This is an optimization exercise on Yosys and OpenROAD, whose aim is small area and a short achievable clock period, not a production implementation. In this exercise RTL edits were held to simulation tests only and were not proved equivalent to the original.

<file path="run.sh">
#!/bin/bash
# synth_recipe.tcl (not shown) runs the flow's synth.tcl, then flattens the netlist and writes it again
# the make line also repeats each setting of config.mk as NAME=value (left out here)
make -C /OpenROAD-flow-scripts/flow DESIGN_CONFIG=/design/flow/config.mk WORK_HOME=/design/flow/orfs CLKGATE_MAP_FILE= SYNTH_SCRIPT=/design/flow/synth_recipe.tcl finish
</file>
<file path="constraint.sdc">
create_clock -name core_clock -period 45.0 [get_ports {clk}]
set_input_delay 9.0000 -clock core_clock [delete_from_list [all_inputs] [get_ports {clk}]]
set_output_delay 9.0000 -clock core_clock [all_outputs]
set_load 0.01 [all_outputs]
</file>
<file path="design.v">
module address_incrementer(
  input clk,
  input reset,
  input [31:0] address,
  input [31:0] increment,
  output reg [31:0] next_address
);
  always @(posedge clk or negedge reset) begin
    if (!reset) begin
      next_address <= 32'b0;
    end else begin
      next_address <= address + increment;
    end
  end
endmodule
module address_register(
  input clk,
  input reset,
  input [31:0] input_address,
  output reg [31:0] output_address
);
  always @(posedge clk or negedge reset) begin
    if (!reset) begin
      output_address <= 32'b0;
    end else begin
      output_address <= input_address;
    end
  end
endmodule
module barrel_shifter(
  input [31:0] data_in,
  input [4:0] shift_amount,
  input [1:0] shift_type,
  output [31:0] data_out
);
  wire [31:0] shifted_data;
  wire [63:0] rotated = {data_in, data_in} >> shift_amount;
  assign shifted_data = (shift_type == 2'b00) ? data_in >> shift_amount :
                        (shift_type == 2'b01) ? data_in << shift_amount :
                        (shift_type == 2'b10) ? $unsigned($signed(data_in) >>> shift_amount) :
                                                rotated[31:0];
  assign data_out = shifted_data;
endmodule
module booth_multiplier(
  input clk,
  input reset,
  input signed [31:0] multiplicand,
  input signed [31:0] multiplier,
  output reg signed [63:0] product
);
  reg signed [32:0] A;
  reg [31:0] S;
  reg s_1;
  reg [32:0] M;
  reg [32:0] addend;
  reg cin;
  integer i;
  always @* begin
    M = {multiplicand[31], multiplicand};
    A = 33'b0;
    S = multiplier;
    s_1 = 1'b0;
    for (i = 0; i < 32; i = i + 1) begin
      if (S[0] && !s_1) begin
        addend = ~M;
        cin = 1'b1;
      end else if (!S[0] && s_1) begin
        addend = M;
        cin = 1'b0;
      end else begin
        addend = 33'b0;
        cin = 1'b0;
      end
      A = A + addend + {32'b0, cin};
      {A, S, s_1} = {A[32], A, S};
    end
  end
  always @(posedge clk or negedge reset) begin
    if (!reset) begin
      product <= 64'b0;
    end else begin
      product <= {A[31:0], S};
    end
  end
endmodule
module register_bank(
  input clk,
  input reset,
  input [4:0] reg_addr1,
  input [4:0] reg_addr2,
  input [31:0] data_in,
  input write_enable,
  input read_enable,
  output reg [31:0] data_out1,
  output reg [31:0] data_out2,
  output reg [31:0] status_reg_out
);
  reg [31:0] registers [30:0];
  reg [31:0] status_regs [5:0];
  always @(posedge clk or negedge reset) begin
    if (!reset) begin
      for (int i = 0; i < 31; i++) begin
        registers[i] <= 32'b0;
      end
      for (int i = 0; i < 6; i++) begin
        status_regs[i] <= 32'b0;
      end
      data_out1 <= 32'b0;
      data_out2 <= 32'b0;
      status_reg_out <= 32'b0;
    end else begin
      if (write_enable) begin
        if (reg_addr1 != reg_addr2 && reg_addr1 != 5'd31) begin
          registers[reg_addr1] <= data_in;
        end
        if (reg_addr2 != 5'd31) begin
          registers[reg_addr2] <= data_in;
        end
      end
      if (read_enable) begin
        data_out1 <= (reg_addr1 == 5'd31) ? 32'b0 : registers[reg_addr1];
        data_out2 <= (reg_addr2 == 5'd31) ? 32'b0 : registers[reg_addr2];
        status_reg_out <= (reg_addr1 > 5'd5) ? 32'b0 : status_regs[reg_addr1];
      end
    end
  end
endmodule
module top_module(
  input clk,
  input reset,
  input [31:0] input_address,
  input [31:0] increment,
  input [31:0] data_in,
  input signed [31:0] multiplicand,
  input signed [31:0] multiplier,
  input [4:0] reg_addr1,
  input [4:0] reg_addr2,
  input [4:0] shift_amount,
  input [1:0] shift_type,
  input write_enable,
  input read_enable,
  output [31:0] next_address,
  output [31:0] output_address,
  output [31:0] data_out1,
  output [31:0] data_out2,
  output [31:0] status_reg_out,
  output [31:0] shifted_data,
  output signed [63:0] product
);
  address_incrementer incrementer(clk, reset, input_address, increment, next_address);
  address_register address_reg(clk, reset, next_address, output_address);
  barrel_shifter shifter(data_in, shift_amount, shift_type, shifted_data);
  booth_multiplier booth_mult(clk, reset, multiplicand, multiplier, product);
  register_bank reg_bank(clk, reset, reg_addr1, reg_addr2, data_in, write_enable, read_enable, data_out1, data_out2, status_reg_out);
endmodule
</file>
<file path="config.mk">
export PLATFORM = sky130hd
export DESIGN_NAME = top_module
export DESIGN_NICKNAME = top_module
export VERILOG_FILES = /design/flow/design.v
export SDC_FILE = /design/flow/constraint.sdc
export NUM_CORES = 4
export LEC_CHECK = 0
export CAP_MARGIN = 20
export CORE_MARGIN = 2
export CORE_UTILIZATION = 40
export PLACE_DENSITY = 0.6
export SLEW_MARGIN = 20
</file>
==> summary.txt <==
-- state kept, by name, indices dropped and copies added, names as in the netlist --
| register | cells |
|---|---|
| reg_bank.registers | 992 |
| booth_mult.product | 64 |
| address_reg.output_address | 32 |
| incrementer.next_address | 32 |
| reg_bank.data_out1 | 32 |
| reg_bank.data_out2 | 32 |
-- cells by family after synthesis --
| logic type | count (synthesis) |
|---|---|
| simple gates | 3722 |
| fa+ha+maj | 1206 |
| other cells | 1 |
| flops | 1184 |
| mux | 1001 |
| buf+inv | 1454 |
| compound gates | 5097 |
| xor+xnor | 916 |
-- cell type report --
type | instances | area, um2
well taps | 3939 | 4930
multi-input cells | 12000 | 89400
inverters | 435 | 1630
clock inverters | 50 | 669
repair buffers | 3240 | 25400
flip-flops and latches | 1184 | 29600
diodes | 29 | 72.6
fillers | 28000 | 142000
clock buffers | 187 | 3940
-- critical path: cells and delay by family --
| family | cells | cell delay, ps |
|---|---|---|
| AND/OR/NAND/NOR | 29 | 4240 |
| buffers and inverters | 19 | 2680 |
| adder cells (fa/ha/maj) | 36 | 12000 |
| XOR/XNOR | 27 | 4300 |
| AO/OA/AOI/OAI | 59 | 12300 |
-- path summary, 6_finish.rpt --
check / start / endpoint / slack [ps]
worst max-delay path: multiplier[0] / booth_mult.product[62] / 1080
worst min-delay path: incrementer.next_address[29] / address_reg.output_address[29] / 380
worst max register to register: reg_bank.registers[3][5] / reg_bank.data_out2[5] / 42630
worst min register to register: incrementer.next_address[29] / address_reg.output_address[29] / 380
max in group asynchronous: reset / reg_bank.data_out2[2] / 32880
min in group asynchronous: reset / booth_mult.product[7] / 7990
-- cells in the final DEF, fill, tap and decap left out, types with 77 or more instances in the layout --
cell                                 n
sky130_fd_sc_hd__buf_4            2849
sky130_fd_sc_hd__nand2_1          1656
sky130_fd_sc_hd__o21ai_0          1519
sky130_fd_sc_hd__dfrtp_1          1184
sky130_fd_sc_hd__ha_1             1078
sky130_fd_sc_hd__mux2_2            911
sky130_fd_sc_hd__a21oi_1           776
sky130_fd_sc_hd__nor2_1            618
sky130_fd_sc_hd__xnor2_1           572
sky130_fd_sc_hd__a22oi_1           493
sky130_fd_sc_hd__a21o_1            426
sky130_fd_sc_hd__inv_1             420
sky130_fd_sc_hd__clkdlybuf4s50_1   357
sky130_fd_sc_hd__nand4_1           257
sky130_fd_sc_hd__xor2_1            241
sky130_fd_sc_hd__a221oi_1          191
sky130_fd_sc_hd__nand3_1           188
sky130_fd_sc_hd__nor3_1            187
sky130_fd_sc_hd__a21oi_2           186
sky130_fd_sc_hd__o21a_1            185
sky130_fd_sc_hd__a22o_1            179
sky130_fd_sc_hd__nand2b_1          153
sky130_fd_sc_hd__clkbuf_16         142
sky130_fd_sc_hd__o21ai_1           131
sky130_fd_sc_hd__o21bai_1          124
sky130_fd_sc_hd__nor2b_1           105
sky130_fd_sc_hd__o22ai_1            90
sky130_fd_sc_hd__and3_1             90
sky130_fd_sc_hd__a31oi_1            80
sky130_fd_sc_hd__mux2i_1            77
-- what timing repair did --
| action | in CTS | in global routing |
|---|---|---|
| setup buffers | 13 | 138 |
| gates resized for setup | 110 | 813 |
| hold buffers | 0 | 0 |
| pin swaps | 50 | 521 |
| setup endpoints to repair | 13 | 19 |
| cloned | 0 | 1 |
-- metrics by stage --
| step | setup TNS (ps) | setup WS, ps |
|---|---|---|
| global route | -2990 | -736 |
| floorplan | 0 | 68.0 |
| global placement | -19100 | -2020 |
| CTS | 0 | 0.480 |
| finish | 0 | 1080 |
| detailed placement | -24590 | -2660 |
-- per-layer routing --
layer  part of all wire (%)  vias to the layer above  GRT usage [%]  wire, um
met5                  0.056                        -          0.563       279
met4                    6.1                       24           14.5     30500
met3                     11                     2068           9.76     53500
met2                     43                     6570           49.0    217000
met1                     40                    60000           39.3    199000
li1                       -                    58200              -         -
==> Flow_metrics.wiki <==
{| class="wikitable"
! Metric !! Value
|-
| Number of global-route vias before repair || 119000
|-
| Synth unique cells || 102
|-
| Cell types occupying the most area after synthesis || sky130_fd_sc_hd__dfrtp_1 (25%), sky130_fd_sc_hd__ha_1 (12%), sky130_fd_sc_hd__mux2_2 (8.6%)
|-
| Complex-gate fraction of the synthesized area || 27.2%
|-
| Hold/Removal Path Class || flop to flop
|-
| Cell types with the highest counts after synthesis || sky130_fd_sc_hd__nand2_1 (1677), sky130_fd_sc_hd__o21ai_0 (1618), sky130_fd_sc_hd__dfrtp_1 (1184)
|-
| Clock tree from TritonCTS || built
|-
| Nets@finish || 18400
|-
| Final worst path period share || 97.6%
|-
| Most frequently used cell type in the post-synthesis netlist || sky130_fd_sc_hd__nand2_1
|-
| Cell area after synthesis || 120000 um2
|-
| Post-route cell area || 156000 um2
|-
| Max-Slew Margin vs Limit || 8.25%
|-
| # setup viols final || 0
|-
| Fraction of synthesized area in multiplexers || 9.46%
|-
| Final hold slack || 380 ps
|-
| Post-detailed-route via-to-cell ratio || 6.03
|-
| CTS clk-pin slew, worst paths || 60 ps
|-
| Yosys top cell area share || 24.8%
|-
| Post-synthesis share of cell area spent on full adders, half adders and majority gates || 13.0%
|-
| Number of design-rule violations left by the first detailed-router iteration || 15400
|-
| Final Core Density || 52.4%
|-
| Clock Sinks || 1184
|-
| Horizontal die dimension || 551 um
|-
| Endpoint required time on the critical path || 45690 ps
|-
| Post-synthesis sequential area ratio || 24.8%
|-
| Worst-path maximum fanout || 6
|-
| First-pass GRT wire length || 736000 um
|-
| Setup Skew || 99.9 ps
|-
| Signed area change from the synthesized netlist to the final layout || 30.1%
|-
| I/O pins || 437
|-
| Fraction of layout cells with a size suffix above 1 || 29.0%
|-
| Largest net degree at the start of global routing || 162
|-
| Worst-skew pair later-pin latency || 910 ps
|-
| Detail-routed net length per standard cell || 23.8 um
|-
| Hold-critical path depth || 0
|-
| Startpoint types || input port
|-
| Root cell of the clock tree || sky130_fd_sc_hd__clkbuf_16
|-
| Outcome || no timing/DRC/antenna violations
|-
| Achievable frequency || 22.8 MHz
|-
| Unrepaired setup endpoints after global routing || true
|-
| Placed Instance Area || 146000 um2
|-
| Kind of end point of the critical path || flop
|-
| Post-layout min period || 43920 ps
|-
| Global placement routability congestion || 0.933
|-
| # placed instances || 20600
|-
| CP max-delay cell || sky130_fd_sc_hd__fa_2
|-
| Cell count of the worst reg-to-reg path || 5
|-
| CTS H-tree depth || 4
|-
| Synth area leader || sky130_fd_sc_hd__dfrtp_1
|-
| Final WL || 500000 um
|-
| Final hold violation count || 0
|-
| Number of enable-type register cells in the synthesized netlist || 0
|-
| Mean instance size in the synthesized netlist || 8.21 um2
|-
| Core region area || 297000 um2
|-
| Slew at the pin closest to its max-slew limit || 1370 ps
|-
| Number of rows in the core area || 200
|-
| Buffers from clock root to sink, at most || 4
|-
| Count of synthesis-stage warnings from yosys || 6
|-
| Die Outline Area || 304000 um2
|-
| Ys flop type || sky130_fd_sc_hd__dfrtp_1
|-
| Number of synthesized register bits || 1184
|-
| Number of buffers inserted during clock tree synthesis || 140
|-
| Total count of max-transition violations in the final report || 0
|-
| Worst Path Arrival || 44600 ps
|-
| Remaining number of nets flagged by the antenna check after routing || 0
|-
| Fraction of synthesis flops using an asynchronous set or reset pin || 100%
|-
| Synthesized instance count || 14600
|-
| Parity-gate share of the synthesized area counting xor and xnor cells || 6.70%
|-
| Total number of vias || 127000
|-
| Number of non-filler instances in the completed layout || 21000
|-
| Residual DRC count || 0
|-
| Number of port buffers || 404
|-
| Initial core utilization || 40.3%
|-
| Total global routing overflow || 0
|-
| Final HPWL from detailed placement || 336000 um
|-
| CP Class || input port to flop
|-
| Vertical die dimension || 551 um
|-
| Simple-gate share of the synthesized area || 14.2%
|-
| # Max-Cap Violations || 0
|-
| CP peak stage delay || 500 ps
|-
| Number of optimization iterations in the first detailed-route pass || 12
|-
| Antenna violations before repair || 32
|-
| Most used cell, CP || sky130_fd_sc_hd__ha_1
|-
| Global-route total usage across every layer || 31.4%
|-
| Largest family of logic cells by synthesized area || compound AO/OA/AOI/OAI gates
|}

re-timing with driven ports:
In the flow no input, the clock included, has a driving cell. The finished layout below was timed again as built, in two steps. Step 1: set_driving_cell puts a clkbuf_16 on clk and a buf_2 on each other input, an assumption about the parent block. Step 2, shift: input delay + t, output delay - t, t = (earliest + latest rising clock arrival at the registers) / 2. This alone moves slack from input paths to output paths. Three values: ideal, step 1, step 2; two values: the first two.
t, ns: 0.929
setup slack, ns: 1.085 / 1.149 / 0.220
hold WS [ns]: 0.380 / 0.380 / 0.380
latest minus earliest clock arrival (ns): 0.154 / 0.154
After both steps setup and hold are still met in this run. For this run, drivers alone change the setup slack by +0.064 ns; drivers and shift together by -0.865 ns.
